What follows belongs to an exercise in optimizing a design on an open flow for small area, a short achievable clock period and few clock cycles per item; a production flow would make more cautious choices.
Function was checked by simulation only, so behaviour that the tests miss may differ from the original.

===== flow/config.mk =====
export PLATFORM = sky130hd
export DESIGN_NAME = biriscv_divider
export DESIGN_NICKNAME = biriscv_divider
export VERILOG_FILES = /design/flow/design.v
export SDC_FILE = /design/flow/constraint.sdc
export NUM_CORES = 8
export LEC_CHECK = 0
export CAP_MARGIN = 20
export CORE_MARGIN = 2
export CORE_UTILIZATION = 40
export GPL_ROUTABILITY_DRIVEN = 0
export SETUP_SLACK_MARGIN = 1.25
export SLEW_MARGIN = 20

===== flow/constraint.sdc =====
create_clock -name core_clock -period 7.0 [get_ports {clk_i}]
set_input_delay 1.4000 -clock core_clock [delete_from_list [all_inputs] [get_ports {clk_i}]]
set_output_delay 1.4000 -clock core_clock [all_outputs]
set_load 0.01 [all_outputs]

===== flow/design.v =====
module biriscv_divider
(
     input           clk_i
    ,input           rst_i
    ,input           opcode_valid_i
    ,input  [ 31:0]  opcode_opcode_i
    ,input  [ 31:0]  opcode_pc_i
    ,input           opcode_invalid_i
    ,input  [  4:0]  opcode_rd_idx_i
    ,input  [  4:0]  opcode_ra_idx_i
    ,input  [  4:0]  opcode_rb_idx_i
    ,input  [ 31:0]  opcode_ra_operand_i
    ,input  [ 31:0]  opcode_rb_operand_i
    ,output          writeback_valid_o
    ,output [ 31:0]  writeback_value_o
);
wire div_rem_inst_w = ((opcode_opcode_i & 32'hfe00707f)  == 32'h2004033)  ||
                      ((opcode_opcode_i & 32'hfe00707f) == 32'h2005033) ||
                      ((opcode_opcode_i & 32'hfe00707f)  == 32'h2006033)  ||
                      ((opcode_opcode_i & 32'hfe00707f) == 32'h2007033);
wire start_w  = opcode_valid_i & div_rem_inst_w;
wire signed_w = ~opcode_opcode_i[12];    
wire div_w    = ~opcode_opcode_i[13];    
wire [31:0] a_w = opcode_ra_operand_i;
wire [31:0] b_w = opcode_rb_operand_i;
wire a_neg_w  = signed_w & a_w[31];
wire b_neg_w  = signed_w & b_w[31];
wire [31:0] a_abs_w = a_neg_w ? -a_w : a_w;
wire [31:0] a_inv_w = a_w ^ {32{a_neg_w}};
wire [31:0] b_inv_w = b_w ^ {32{b_neg_w}};
wire [5:0]  za_w;
wire [5:0]  zb_w;
biriscv_divider_clz u_clz_a (.x_i(a_inv_w), .z_o(za_w));
biriscv_divider_clz u_clz_b (.x_i(b_inv_w), .z_o(zb_w));
wire        b_zero_w = zb_w[5] & ~b_neg_w;
wire [5:0]  za_x_w   = za_w - {5'b0, a_neg_w};
wire [5:0]  zb_x_w   = {zb_w[5] & ~b_neg_w, zb_w[4:0] | {5{zb_w[5]}}};
wire [6:0]  shift_w  = {1'b0, zb_x_w} - {1'b0, za_x_w};
wire        no_q_w   = shift_w[6] | b_zero_w;
wire [4:0]  sh_w     = {shift_w[4:1], 1'b1};
wire [65:0] e_sh_w   = {2'b11, ~b_inv_w, {32{~b_neg_w}}} << sh_w;
wire [33:0] e_init_w = e_sh_w[65:32];
reg        busy_q;
reg        valid_q;
reg [3:0]  cnt_q;
reg        div_q;       
reg        neg_q;       
reg [31:0] r_q;         
reg [33:0] e_q;         
reg        c_q;         
reg [31:0] q_q;         
wire [35:0] sum1_w  = {3'b0, r_q, 1'b1} + {1'b1, e_q, c_q};
wire [34:0] sub1_w  = sum1_w[35:1];
wire        q1_w    = ~sub1_w[34];
wire [31:0] r1_w    = q1_w ? sub1_w[31:0] : r_q;
wire [33:0] e1_w    = {1'b1, e_q[33:1]};
wire [35:0] sum2_w  = {3'b0, r1_w, 1'b1} + {1'b1, e1_w, c_q};
wire [34:0] sub2_w  = sum2_w[35:1];
wire        q2_w    = ~sub2_w[34];
wire [31:0] r2_w    = q2_w ? sub2_w[31:0] : r1_w;
always @(posedge clk_i or posedge rst_i)
if (rst_i)
begin
    busy_q  <= 1'b0;
    valid_q <= 1'b0;
    cnt_q   <= 4'b0;
end
else if (busy_q)
begin
    cnt_q   <= cnt_q - 4'd1;
    if (cnt_q == 4'd0)
    begin
        valid_q <= 1'b1;
        busy_q  <= 1'b0;
    end
    else
        valid_q <= 1'b0;
end
else
begin
    cnt_q   <= sh_w[4:1];
    valid_q <= start_w & no_q_w;
    busy_q  <= start_w & ~no_q_w;
end
always @(posedge clk_i)
if (busy_q)
begin
    if (div_q && cnt_q == 4'd0)
        r_q <= {q_q[29:0], q1_w, q2_w};
    else
        r_q <= r2_w;
    e_q <= {2'b11, e_q[33:2]};
    q_q <= {q_q[29:0], q1_w, q2_w};
end
else
begin
    r_q   <= (div_w & no_q_w) ? {32{b_zero_w}} : a_abs_w;
    e_q   <= e_init_w;
    c_q   <= ~b_neg_w;
    q_q   <= 32'b0;
    div_q <= div_w;
    neg_q <= div_w ? (a_neg_w ^ b_neg_w) & ~b_zero_w : a_neg_w;
end
assign writeback_valid_o = valid_q;
assign writeback_value_o = neg_q ? -r_q : r_q;
endmodule
module biriscv_divider_clz
(
     input  [31:0] x_i
    ,output [5:0]  z_o
);
wire [15:0] v1; wire [15:0] c1;
wire [7:0]  v2; wire [15:0] c2;
wire [3:0]  v3; wire [11:0] c3;
wire [1:0]  v4; wire [7:0]  c4;
genvar i;
generate
for (i = 0; i < 16; i = i + 1)
begin : l1
    assign v1[i] = x_i[2*i+1] | x_i[2*i];
    assign c1[i] = ~x_i[2*i+1];
end
for (i = 0; i < 8; i = i + 1)
begin : l2
    assign v2[i]         = v1[2*i+1] | v1[2*i];
    assign c2[2*i+1:2*i] = v1[2*i+1] ? {1'b0, c1[2*i+1]} : {1'b1, c1[2*i]};
end
for (i = 0; i < 4; i = i + 1)
begin : l3
    assign v3[i]         = v2[2*i+1] | v2[2*i];
    assign c3[3*i+2:3*i] = v2[2*i+1] ? {1'b0, c2[4*i+3:4*i+2]} : {1'b1, c2[4*i+1:4*i]};
end
for (i = 0; i < 2; i = i + 1)
begin : l4
    assign v4[i]         = v3[2*i+1] | v3[2*i];
    assign c4[4*i+3:4*i] = v3[2*i+1] ? {1'b0, c3[6*i+5:6*i+3]} : {1'b1, c3[6*i+2:6*i]};
end
endgenerate
wire       v5 = v4[1] | v4[0];
wire [4:0] c5 = v4[1] ? {1'b0, c4[7:4]} : {1'b1, c4[3:0]};
assign z_o = v5 ? {1'b0, c5} : 6'd32;
endmodule

===== flow/flow/run.sh =====
#!/bin/bash
# Standard layout, with plain buffers (buf_1) on the ports instead of the
# default delay cells; repair resizes them where timing needs it.
set -euo pipefail
export BUFFER_PORTS_ARGS="-buffer_cell sky130_fd_sc_hd__buf_1"
bash standard.sh > standard.log 2>&1

===== flow/standard.sh =====
#!/bin/bash
# synth_recipe.tcl (not shown) runs the flow's synth.tcl, then flattens the netlist and writes it again
# the make line also repeats each setting of config.mk as NAME=value (left out here)
make -C /OpenROAD-flow-scripts/flow DESIGN_CONFIG=/design/flow/config.mk WORK_HOME=/design/flow/orfs CLKGATE_MAP_FILE= SYNTH_SCRIPT=/design/flow/synth_recipe.tcl "${@:-finish}"

==> summary.md, run 1 <==
| Metric | Value |
|---|---|
| Status | no timing/DRC/antenna violations |
| CTS Hold Bufs | 0 |
| Largest family of logic cells by synthesized area | compound AO/OA/AOI/OAI gates |
| Adder-cell area share of the yosys netlist | 0.0813 |
| Routed length per instance | 18.0 um |
| Vias after detailed routing | 12400 |
| Largest net degree at the start of global routing | 101 |
| Synth Area in XOR/XNOR | 0.113 |
| Final min period | between 5000 and 6000 ps |
| Detailed Route Iter0 Violations | approximately 910 |
| All-Layer GR Usage | 0.238 |
| Max-cap violations | 0 |
| Num ports | 180 |
| Setup tns final | 0 ps |
| Asr flop ratio synth | 0.0571 |
| Post-DP HPWL | 30000 um |
| Compound-gate portion of the synthesized area | 0.287 |
| GRT busiest layer | met2 |
| Fill cells | 2990 |
| Post-synth cell types | just under 80 |
| Most common cell after layout, fill and taps aside | o21ai_0 |
| Critical path arrival | 5820 ps |
| Worst relative slew slack | 0.427 |
| Post-synth EDFFs | 3 |
| Port Buffer Count | 116 |
| Fraction of final layout cells sized beyond drive strength 1 | 0.128 |
| WS Path Type | in -> reg |
| Endpoints failing setup | 0 |
| Worst hold margin | 450 ps |
| Die height | between 150 and 200 um |
| Final wirelength | 38300 um |
| Core area | ~0.030 mm^2 |
| Most frequent cells in the layout | o21ai_0, nand2_1, a21oi_1 |
| Top-area cell type share of the netlist area | 0.159 |
| Mux share of post-synthesis cell area | 0.0791 |
| Clk latency of the worst-skew pair | 350 ps |
| CP max stage cell | fa_2 |
| Die area | approximately 0.032 mm^2 |
| TritonCTS buffer count | 9 |
| Chip width | between 150 and 200 um |
| Synth Register Bits | 105 |
| Global Route met3 Usage | 0.0254 |
| Syn nets | between 1500 and 2000 |
| CTS root buf | clkbuf_16 |
| Fin. max-slew vios | 0 |
| Final #Nets | ~2000 |
| CP Max Fanout | 21 |
| Sequential cell area | 0.00217 mm^2 |
| Worst R2R Setup Slack | ~1500 ps |
| CTS max path bufs | 2 |
| Fmax | 180 MHz |
| Seq/Total Area, Yosys | 0.178 |
| Skew final | between 10 and 15 ps |
| Tightest Pin Transition | 860 ps |
| HP Class | reg -> reg |
| Yosys top cell by area | dfxtp_1 |
| CP startpoint kind | input port |
| Most common flop cell mapped by yosys | dfxtp_1 |
| P&R area growth vs syn | 14.0% |
| RSZ-0062 raised after global routing | no |
| Crit end category | flip-flop |
| Initial Util | 0.408 |
| Period utilization | 0.792 |
| Synth warn | 1 |
| Avg Cell Area, Syn | about 7.4 um^2 |
| Simple-gate share of the synthesized area | 0.214 |
| CP Cell Sequence | buf_1 > nand2b_4 > buf_6 > inv_2 > buf_6 > or3_1 > nor3_2 > o21ai_2 > inv_1 > a21oi_1 > a41oi_2 > ha_4 > a31oi_2 > nand2_1 > fa_2 > buf_12 > mux4_2 > xnor2_1 > inv_1 > mux4_2 > o21ai_1 |
| Via/cell ratio | 5.82 |
| Total congestion overflow | 0 |
| Antenna diodes | 0 |
| Pre-Repair DR Iteration Count | 5 |
| TritonCTS clock tree | built |
| Htree depth | 3 |
| Synth Cell Area | around 0.012 mm^2 |
| Antenna violations before repair | 0 |
| Rows | 63 |
| Final hold vios | 0 |
| DR DRC count | 0 |
| Vias in the first global route | 11600 |
| Ranking of synthesized cells by area | dfxtp_1, xnor2_1, o21ai_0 |
| CTS clk-pin slew, worst paths | 70 ps |
| Met1 Resource Use GR | 0.338 |
| Area taken by multi-input logic gates | 0.00977 mm^2 |
| Routed Antenna Nets | 0 |
| First-pass GRT wire length | 61200 um |
| Critical Path Max Stage Delay | about 660 ps |
| CTS sink count | 105 |
| Post-Syn Instances | 1647 |
| Met2 usage | 0.375 |
| Worst Path Required | about 7300 ps |
-- logic make-up (layout without fill, tap and decap cells) --
kind of cell	Yosys count	after routing
xor+xnor	156	156
fa+ha+maj	77	77
flops	105	105
simple gates	533	534
compound gates	564	564
buf+inv	140	232
mux	72	72
-- area by class of cell --
class,instances,share of cell area
clock inverter,5,0.00299
clock buffer,11,0.0168
tap,390,0.0353
multi-input combinational,1403,0.707
sequential,105,0.157
timing repair buffer,170,0.0685
inverter,46,0.0125
-- worst paths after layout --
path | endpoint | start | cells after the start
hold / removal | q_q[3] | q_q[1] | 1
setup reg to reg | r_q[29] | r_q[5] | 23
max in group asynchronous | busy_q | rst_i | 2
hold reg to reg | q_q[3] | q_q[1] | 1
min in group asynchronous | valid_q | rst_i | 2
setup / recovery | e_q[25] | opcode_opcode_i[12] | 21
-- registers in the layout, summed over array words and instances (netlist names) --
signal	flops
c_q	1
q_q	30
neg_q	1
div_q	1
cnt_q	4
valid_q	1
busy_q	1
e_q	34
r_q	32
-- per-stage QoR --
stage	instances	instance area [um^2]	util	worst slack [ps]
5_1_grt	2130	13800	0.465	1220
4_1_cts	2127	13600	0.456	1220
3_3_place_gp	2090	13000	0.436	496
3_5_place_dp	2090	13000	0.436	390
2_1_floorplan	1647	12100	-	1250
6_report	2130	13800	0.465	1450
-- synthesized netlist by cell type (all sizes together) (31+ instances only) --
library cell	number
a21oi	143
inv	46
nor2	126
nor3	31
nand3	39
xor2	33
o31ai	31
xnor2	123
clkbuf	67
mux2	37
o21ai	198
dfxtp	96
and2	35
ha	74
nand2	168
-- repair_timing --
item | in CTS | in global routing
buffers inserted | 21 | 2
pin swaps | 10 | 12
endpoints found under the hold margin | 0 | 0
setup endpoints to repair | 66 | 62
gates cloned | 0 | 1
resized for setup | 41 | 70
-- worst max-delay path, delay by kind of cell --
family,cells,cell delay [ps]
multiplexers,2,1010
adder cells (fa/ha/maj),2,910
buffers and inverters,7,830
AO/OA/AOI/OAI,5,750
AND/OR/NAND/NOR,4,730
XOR/XNOR,1,150
-- per-layer routing --
metal | share of wire | wire length [um]
met1 | 0.47 | 17900
met2 | 0.44 | 17000
met5 | 0 | 0
met3 | 0.059 | 2240
met4 | 0.029 | 1090
Testbench counts, summed over its fixed seeds: cycles 19,868, ops 4,800.
==> inputs of run 2 (changes only) <==
--- a/flow/config.mk
+++ b/flow/config.mk
@@ -10,3 +10,2 @@
 export CORE_UTILIZATION = 40
-export GPL_ROUTABILITY_DRIVEN = 0
 export SETUP_SLACK_MARGIN = 1.25
==> summary.md, run 2 <==
| Metric | Value |
|---|---|
| HP Class | reg -> reg |
| Crit end category | flip-flop |
| Asr flop ratio synth | 0.0571 |
| Rows | 63 |
| Sequential cell area | 0.00216 mm^2 |
| Synth warn | 1 |
| Pre-Repair DR Iteration Count | 5 |
| Fraction of final layout cells sized beyond drive strength 1 | 0.128 |
| Fin. max-slew vios | 0 |
| Area taken by multi-input logic gates | just under 0.01 mm^2 |
| Htree depth | 3 |
| Top Registers | e_q (34), r_q (32), q_q (30) |
| All-Layer GR Usage | 0.238 |
| CP Max Fanout | 19 |
| Routed Antenna Nets | 0 |
| Post-Syn Instances | around 1600 |
| Biggest register | e_q |
| Fmax | 180 MHz |
| Synth Cell Area | 0.0121 mm^2 |
| Final wirelength | 38300 um |
| Vias in the first global route | 11300 |
| Synth Register Bits | 105 |
| Setup ws final | 1450 ps |
| CTS Hold Bufs | 0 |
| Largest net degree at the start of global routing | 100 |
| Top cells by instance count after synthesis | o21ai_0, nand2_1, a21oi_1, nor2_1, xnor2_1 |
| Antenna diodes | 0 |
| DR DRC count | 0 |
| Vias after detailed routing | 12400 |
| Max-cap violations | 0 |
| Most common flop cell mapped by yosys | dfxtp_1 |
| Endpoints failing setup | 0 |
| Avg Cell Area, Syn | 7.36 um^2 |
| Chip width | 178 um |
| Tightest Pin Transition | 858 ps |
| CTS max path bufs | 2 |
| Via/cell ratio | 5.82 |
| Most common cell after layout, fill and taps aside | nand2_1 |
| Post-synth cell types | 79 |
| Syn nets | 1871 |
| Yosys top cell by area | dfxtp_1 |
| Worst hold margin | 459 ps |
| Place WS | 397 ps |
| Fill cells | 3002 |
| CTS sink count | 105 |
| Core area | slightly below 0.03 mm^2 |
| Detailed Route Iter0 Violations | 895 |
| TritonCTS clock tree | built |
| Final min period | about 5600 ps |
| Final hold vios | 0 |
| Most frequent cells in the layout | nand2_1, o21ai_0, a21oi_1 |
| Worst relative slew slack | 0.428 |
| P&R area growth vs syn | 13.9% |
| Port Buffer Count | 116 |
| Initial Util | 0.408 |
| Setup tns final | 0 ps |
| Post-DP HPWL | 30300 um |
| Skew final | ~9.6 ps |
| Ranking of synthesized cells by area | dfxtp_1, xnor2_1, o21ai_0 |
| Post-synth EDFFs | 3 |
| Antenna violations before repair | 0 |
| Status | no timing/DRC/antenna violations |
| Critical path arrival | 5850 ps |
| Top-area cell type share of the netlist area | 0.159 |
| CTS clk-pin slew, worst paths | about 80 ps |
| Worst Path Required | around 7300 ps |
| Final #Nets | 1958 |
| TritonCTS buffer count | 9 |
| Total congestion overflow | 0 |
| Max reg flops | 34 |
| Routed length per instance | 18.0 um |
| Die height | 178 um |
| Most frequent cell after synthesis | o21ai_0 |
| Die area | 0.0317 mm^2 |
| RSZ-0062 raised after global routing | yes |
| Clk latency of the worst-skew pair | ~350 ps |
| WS Path Type | in -> reg |
| Period utilization | 0.794 |
| CTS root buf | clkbuf_16 |
| Routability cong. | 0.946 |
| CP startpoint kind | input port |
| Num ports | 180 |
| First-pass GRT wire length | 61000 um |
| Seq/Total Area, Yosys | 0.178 |
## run 2: cell counts after synthesis
No cell type changed its count.
## run 2: routing by layer
metal	track usage	wire [um]	up-vias
met1	0.346	18600	5754
met5	0	0	-
met3	0.0190	2070	46
met4	0.0499	728	0
li1	-	-	6206
met2	0.384	16900	387
## run 2: cell families (layout without fill, tap and decap cells)
kind of cell               after synthesis  in the layout  synth area share
and+or+nand+nor                        533            533             0.214
buffers and inverters                  140            232            0.0466
adders and majority gates               77             77            0.0813
xor gates and xnor gates               156            156             0.113
AOI/OAI and AO/OA                      564            564             0.287
muxes                                   72             72            0.0791
DFF                                    105            105             0.178
## run 2: stage by stage
| stage | instances | utilization | instance area [um^2] |
|---|---|---|---|
| global route | 2129 | 0.465 | 13800 |
| detailed placement | 2092 | 0.436 | 13000 |
| finish | 2129 | 0.465 | 13800 |
| floorplan | 1647 | - | 12100 |
| CTS | 2118 | 0.453 | 13500 |
| global placement | 2092 | 0.436 | 13000 |
## run 2: cell type report
class	count	share of cell area
Clock buffer	10	0.0173
Inverter	46	0.0125
Multi-Input combinational cell	1402	0.706
Sequential cell	105	0.157
Timing Repair Buffer	170	0.0679
Tap cell	390	0.0353
Clock inverter	6	0.00399
## run 2: worst paths after layout
path / from / depth (start not counted) / to / slack (ps)
max: opcode_opcode_i[12] / 19 / e_q[17] / 1450
min: q_q[12] / 1 / q_q[14] / 460
max reg2reg: e_q[5] / 22 / r_q[29] / 1560
min reg2reg: q_q[12] / 1 / q_q[14] / 460
max in group asynchronous: rst_i / 2 / busy_q / 5880
min in group asynchronous: rst_i / 2 / valid_q / 920
## run 2: what timing repair did
item | in CTS | in global routing
setup buffers | 10 | 10
setup endpoints to repair | 61 | 66
resized for setup | 39 | 71
pin swaps | 6 | 17
## run 2: critical path: stages
cell and delay (ps):
buf_1 90, nand2b_4 150, buf_6 140, inv_1 60
buf_6 160, o41ai_1 500, nor3_1 100, a21oi_1 220
o31ai_2 100, a221oi_2 280, ha_2 360, fa_2 690
buf_6 160, mux4_2 530, xnor2_2 130, inv_1 80
mux2_2 310, o31ai_1 210, a31o_2 150
==> inputs of run 3 (changes only) <==
--- a/flow/config.mk
+++ b/flow/config.mk
@@ -8,2 +8,3 @@
 export CAP_MARGIN = 20
+export CORE_ASPECT_RATIO = 0.6
 export CORE_MARGIN = 2
==> summary.md, run 3 <==
| Metric | Value |
|---|---|
| Clk latency of the worst-skew pair | 360 ps |
| Biggest register | e_q |
| TritonCTS buffer count | 9 |
| Post-synth cell types | about 80 |
| Routed Antenna Nets | 0 |
| Most common flop cell mapped by yosys | dfxtp_1 |
| RSZ-0062 raised after global routing | no |
| Core area | 0.0299 mm^2 |
| CTS clk-pin slew, worst paths | 90 ps |
| Cell Area, Placed | 0.0131 mm^2 |
| Critical path arrival | 5880 ps |
| Antenna diodes | 0 |
| Htree depth | 3 |
| Vias after detailed routing | 13000 |
| Seq/Total Area, Yosys | 0.178 |
| Detailed Route Iter0 Violations | 1553 |
| Total congestion overflow | 0 |
| Worst flop-to-flop path endpoint | r_q[22] |
| Syn nets | 1871 |
| Crit end category | flip-flop |
| Fin. max-slew vios | 0 |
| Routability cong. | roughly 0.94 |
| Most frequent cell after synthesis | o21ai_0 |
| Worst R2R Start | r_q[5] |
| Hold path endpoint | q_q[4] |
| Worst hold margin | approximately 460 ps |
| Largest net degree at the start of global routing | 99 |
| Port Buffer Count | 116 |
| Worst R2R Setup Slack | 1420 ps |
| Via/cell ratio | roughly 6.0 |
| All-Layer GR Usage | 0.264 |
| Most frequent cells in the layout | nand2_1, o21ai_0, a21oi_1 |
| CP startpoint kind | flip-flop |
| FF-to-FF path depth | 22 |
| Antenna violations before repair | 1 |
| Pre-Repair DR Iteration Count | 6 |
| DR DRC count | 0 |
| Layout Cells excl Fill | about 2200 |
| Max reg flops | 34 |
| Hold depth | 1 |
| Post-DP HPWL | 33800 um |
| Fill cells | 3041 |
| Top-area cell type share of the netlist area | 0.159 |
| CTS Hold Bufs | 0 |
| Worst relative slew slack | 0.410 |
| First-pass GRT wire length | roughly 67000 um |
| Final #Nets | slightly below 2000 |
| Asr flop ratio synth | 0.0571 |
| Worst Path Required | 7300 ps |
| Final min period | 5580 ps |
| CTS root buf | clkbuf_16 |
| Synth warn | 1 |
| Initial Util | 0.406 |
| Top Registers | e_q (34), r_q (32), q_q (30) |
| Final hold vios | 0 |
| Endpoints failing setup | 0 |
| Final wirelength | 43400 um |
| Most common cell after layout, fill and taps aside | nand2_1 |
| WS Path Type | reg -> reg |
| Fmax | approximately 180 MHz |
| Fraction of final layout cells sized beyond drive strength 1 | 0.147 |
| Yosys top cell by area | dfxtp_1 |
| Die area | 0.0318 mm^2 |
| Chip width | around 230 um |
| Status | no timing/DRC/antenna violations |
| Ranking of synthesized cells by area | dfxtp_1, xnor2_1, o21ai_0 |
| Skew final | 11.3 ps |
| Top cells by instance count after synthesis | o21ai_0, nand2_1, a21oi_1, nor2_1, xnor2_1 |
| Synth Cell Area | 0.0121 mm^2 |
| Die height | ~140 um |
| CP Max Fanout | 8 |
| Tightest Pin Transition | 885 ps |
| Num ports | 180 |
| Post-Syn Instances | 1647 |
| Worst hold start | q_q[2] |
| Synth Register Bits | between 100 and 150 |
| Avg Cell Area, Syn | 7.36 um^2 |
| Design area | 0.0142 mm^2 |
| TritonCTS clock tree | built |
| Vias in the first global route | between 10000 and 15000 |
| CTS max path bufs | 2 |
| Routed length per instance | 20.0 um |
| CTS sink count | 105 |
| P&R area growth vs syn | 16.9% |
| Post-synth EDFFs | 3 |
| Max-cap violations | 0 |
| Rows | 49 |
| HP Class | reg -> reg |
| Setup tns final | 0 ps |
| Period utilization | 0.797 |
| Placed Cells | 2118 |
run 3: cell counts after synthesis:
Identical to the previous run, type by type.
run 3: how the worst max path moves through the flow:
stage,start,to,slack [ps]
floorplan,opcode_opcode_i[12],e_q[32],1250
global placement,opcode_opcode_i[12],e_q[30],510
detailed placement,opcode_opcode_i[12],e_q[30],360
CTS,opcode_opcode_i[12],e_q[18],1240
global route,e_q[19],r_q[22],1200
finish,r_q[5],r_q[22],1420
run 3: cells by family after synthesis:
kind of cell,share of synthesized area
fa+ha+maj,0.0813
compound gates,0.287
mux,0.0791
xor+xnor,0.113
simple gates,0.214
flops,0.178
buf+inv,0.0466
run 3: layer usage:
layer  up-vias  share of wire  GRT usage
met5         -              0          0
met4         0         0.0077     0.0282
met3        32           0.11     0.0820
met2       621           0.36      0.331
met1      6126           0.52      0.431
li1       6251              -          -
run 3: stage by stage:
stage	utilization	setup WS [ps]
2_1_floorplan	-	1250
3_3_place_gp	0.437	505
3_5_place_dp	0.437	364
4_1_cts	0.459	1240
5_1_grt	0.475	1200
6_report	0.475	1420
run 3: critical path, cell delays in order (launching register included):
cell	delay [ps]
dfxtp_2	360
ha_1	390
a2111oi_2	320
o21ai_1	170
a41o_1	320
a21oi_2	180
o21a_2	220
o21ai_2	110
a31oi_4	210
buf_12	150
buf_4	170
mux2_2	380
ha_2	400
nand4_1	130
o21bai_1	210
a211oi_1	60
buf_4	170
o211ai_1	300
nand4_1	180
o21ai_1	190
xor2_1	490
o221ai_4	220
a21oi_1	160
run 3: timing repair:
| action | CTS | global route |
|---|---|---|
| cloned | 0 | 3 |
| endpoints found under the setup margin | 67 | 66 |
| gates resized for setup | 46 | 96 |
| pin swaps | 6 | 21 |
| buffers inserted | 17 | 12 |
run 3: area by class of cell:
cell class | count | area [um^2] | area share
clock buffers | 9 | 225 | 0.0159
clock inverters | 7 | 83.8 | 0.00591
inverters | 46 | 176 | 0.0124
multi-input cells | 1402 | 9880 | 0.697
flip-flops and latches | 105 | 2170 | 0.153
well taps | 408 | 510 | 0.0360
repair buffers | 189 | 1130 | 0.0795
==> inputs of run 4 (changes only) <==
--- a/flow/config.mk
+++ b/flow/config.mk
@@ -8,5 +8,5 @@
 export CAP_MARGIN = 20
-export CORE_ASPECT_RATIO = 0.6
 export CORE_MARGIN = 2
 export CORE_UTILIZATION = 40
+export CTS_BUF_LIST = sky130_fd_sc_hd__clkbuf_4 sky130_fd_sc_hd__clkbuf_8
 export SETUP_SLACK_MARGIN = 1.25
==> summary.md, run 4 <==
| Metric | Value |
|---|---|
| WS Path Type | in -> reg |
| All-Layer GR Usage | 0.237 |
| RSZ-0062 raised after global routing | yes |
| TritonCTS buffer count | 9 |
| Final hold vios | 0 |
| Synth warn | 1 |
| Routed Antenna Nets | 0 |
| CTS clk-pin slew, worst paths | about 110 ps |
| Fraction of final layout cells sized beyond drive strength 1 | 0.128 |
| DR DRC count | 0 |
| Core area | between 0.02 and 0.03 mm^2 |
| Detailed Route Iter0 Violations | 863 |
| Total congestion overflow | 0 |
| Skew final | roughly 17 ps |
| Via/cell ratio | between 5 and 6 |
| Antenna diodes | 0 |
| Seq/Total Area, Yosys | 0.178 |
| TritonCTS clock tree | built |
| Max-cap violations | 0 |
| Top-area cell type share of the netlist area | 0.159 |
| Final wirelength | around 38000 um |
| Rows | 63 |
| Worst R2R Start | r_q[5] |
| CTS sink count | approximately 110 |
| Final #Nets | 1959 |
| Period utilization | 0.792 |
| Top cells by instance count after synthesis | o21ai_0, nand2_1, a21oi_1, nor2_1, xnor2_1 |
| Ranking of synthesized cells by area | dfxtp_1, xnor2_1, o21ai_0 |
| CTS root buf | clkbuf_8 |
| Post-synth EDFFs | 3 |
| Final min period | 5540 ps |
| Initial Util | 0.408 |
| HP Class | reg -> reg |
| First-pass GRT wire length | 60900 um |
| Antenna violations before repair | 0 |
| Largest net degree at the start of global routing | 100 |
| Worst setup path endpoint | e_q[24] |
| Top Registers | e_q (34), r_q (32), q_q (30) |
| Crit end category | flip-flop |
| Max reg flops | 34 |
| Endpoints failing setup | 0 |
| CTS Hold Bufs | 0 |
| Tightest Pin Transition | 854 ps |
| Die height | 178 um |
| CP Max Fanout | 24 |
| FF-to-FF path depth | 21 |
| Biggest register | e_q |
| CP Launch Point | opcode_opcode_i[12] |
| Htree depth | 3 |
| Most common cell after layout, fill and taps aside | nand2_1 |
| Most frequent cell after synthesis | o21ai_0 |
| Die area | 0.0317 mm^2 |
| Vias after detailed routing | approximately 12000 |
| CTS max path bufs | 2 |
| Yosys top cell by area | dfxtp_1 |
| Routability cong. | 0.946 |
| Worst relative slew slack | 0.431 |
| Synth Register Bits | 105 |
| Chip width | around 180 um |
| P&R area growth vs syn | 13.0% |
| Syn nets | approximately 1900 |
| Post-DP HPWL | a little over 30000 um |
| Status | no timing/DRC/antenna violations |
| Setup tns final | 0 ps |
| Routed length per instance | 17.9 um |
| Fmax | 180 MHz |
| Fin. max-slew vios | 0 |
| CP startpoint kind | input port |
| Most frequent cells in the layout | nand2_1, o21ai_0, a21oi_1 |
| Post-Syn Instances | 1647 |
| Clk latency of the worst-skew pair | about 380 ps |
| Vias in the first global route | 11300 |
| Critical path arrival | 5780 ps |
| Synth Cell Area | roughly 0.012 mm^2 |
| Num ports | 180 |
| Asr flop ratio synth | 0.0571 |
| Pre-Repair DR Iteration Count | 9 |
| Worst flop-to-flop path endpoint | r_q[29] |
| Most common flop cell mapped by yosys | dfxtp_1 |
| Worst R2R Setup Slack | between 1500 and 2000 ps |
| Post-synth cell types | 79 |
| Avg Cell Area, Syn | 7.36 um^2 |
| Port Buffer Count | 116 |
| Worst Path Required | 7240 ps |
-- run 4: cells by family after synthesis --
family | count (synthesis) | synth area share
xor+xnor | 156 | 0.113
buf+inv | 140 | 0.0466
simple gates | 533 | 0.214
compound gates | 564 | 0.287
flops | 105 | 0.178
mux | 72 | 0.0791
fa+ha+maj | 77 | 0.0813
-- run 4: how the worst min path moves through the flow --
| stage | startpoint | end | cells after the start |
|---|---|---|---|
| 6_report | q_q[12] | q_q[14] | 1 |
| 3_5_place_dp | q_q[13] | q_q[15] | 1 |
| 2_1_floorplan | q_q[8] | q_q[10] | 1 |
| 4_1_cts | q_q[13] | q_q[15] | 1 |
| 5_1_grt | q_q[11] | q_q[13] | 1 |
| 3_3_place_gp | q_q[11] | q_q[13] | 1 |
-- run 4: per-layer routing --
layer,GRT usage,wire length (um)
met3,0.0171,1760
met4,0.0512,752
met5,0,0
met1,0.346,18700
met2,0.383,17000
-- run 4: stage by stage --
step                      area, um^2  utilization  hold slack (ps)  setup slack [ps]  std cells
after floorplan                12100            -              430              1250       1647
after global placement         13000        0.436              436               542       2092
after detailed placement       13000        0.436              439               397       2092
after CTS                      13300        0.449              468              1230       2117
after global routing           13700        0.461              488              1200       2130
final                          13700        0.461              465              1460       2130
-- run 4: cell type report --
cell class	count	area (um^2)
multi-input combinational	1402	9720
clock buffer	10	138
inverter	46	173
fill	3008	16000
sequential	105	2170
timing repair buffer	171	955
tap	390	488
clock inverter	6	55.1
-- run 4: timing repair --
| item | 4_1_cts | 5_1_grt |
|---|---|---|
| resized for setup | 41 | 71 |
| gates cloned | 0 | 0 |
| setup endpoints to repair | 58 | 66 |
| buffers inserted | 9 | 12 |
| pin swaps | 5 | 16 |
-- run 4: worst max-delay path: stages --
cell	delay, ps
buf_1	90
nand2b_4	160
buf_12	160
nand3_1	150
o41ai_4	100
o211ai_1	180
a32oi_1	260
nor2_1	60
o21ai_0	150
o21ai_1	90
a41oi_1	240
ha_1	310
a31oi_4	180
nand2_1	100
fa_2	660
buf_4	180
mux2_2	360
o21ai_0	220
xnor2_1	170
nand2_1	110
o21ai_0	140
o21ai_1	220
o21ai_0	90

-- re-timing with driven ports --
In the flow no input, the clock included, has a driving cell. The finished layouts below were timed again as built, in two steps.
Step 1 (the two cells are an assumption about what drives the block):
set clk [get_ports {clk_i}]
set_driving_cell -lib_cell sky130_fd_sc_hd__clkbuf_16 $clk
set_driving_cell -lib_cell sky130_fd_sc_hd__buf_2 [delete_from_list [all_inputs] $clk]
Step 2 adds t to the input delays and takes it off the output delays; t is the mean of the earliest and latest rising clock arrival at the registers after step 1. Input paths then give back, and output paths get back, about the clock's delay inside the block.
Slacks: ideal / step 1 / step 2; pairs: ideal / step 1.
| run | t (ns) | setup slack, ns | latest minus earliest clock arrival (ns) |
|---|---|---|---|
| run 1 | 0.383 | 1.454 / 1.470 / 1.087 | 0.011 / 0.011 |
| run 2 | 0.388 | 1.445 / 1.461 / 1.073 | 0.009 / 0.010 |
| run 3 | 0.404 | 1.418 / 1.418 / 1.050 | 0.012 / 0.011 |
| run 4 | 0.407 | 1.455 / 1.465 / 1.057 | 0.017 / 0.017 |
After both steps every run listed still meets setup and hold. For run 4, which loses most, drivers alone change the setup slack by +0.010 ns; drivers and shift together by -0.398 ns.
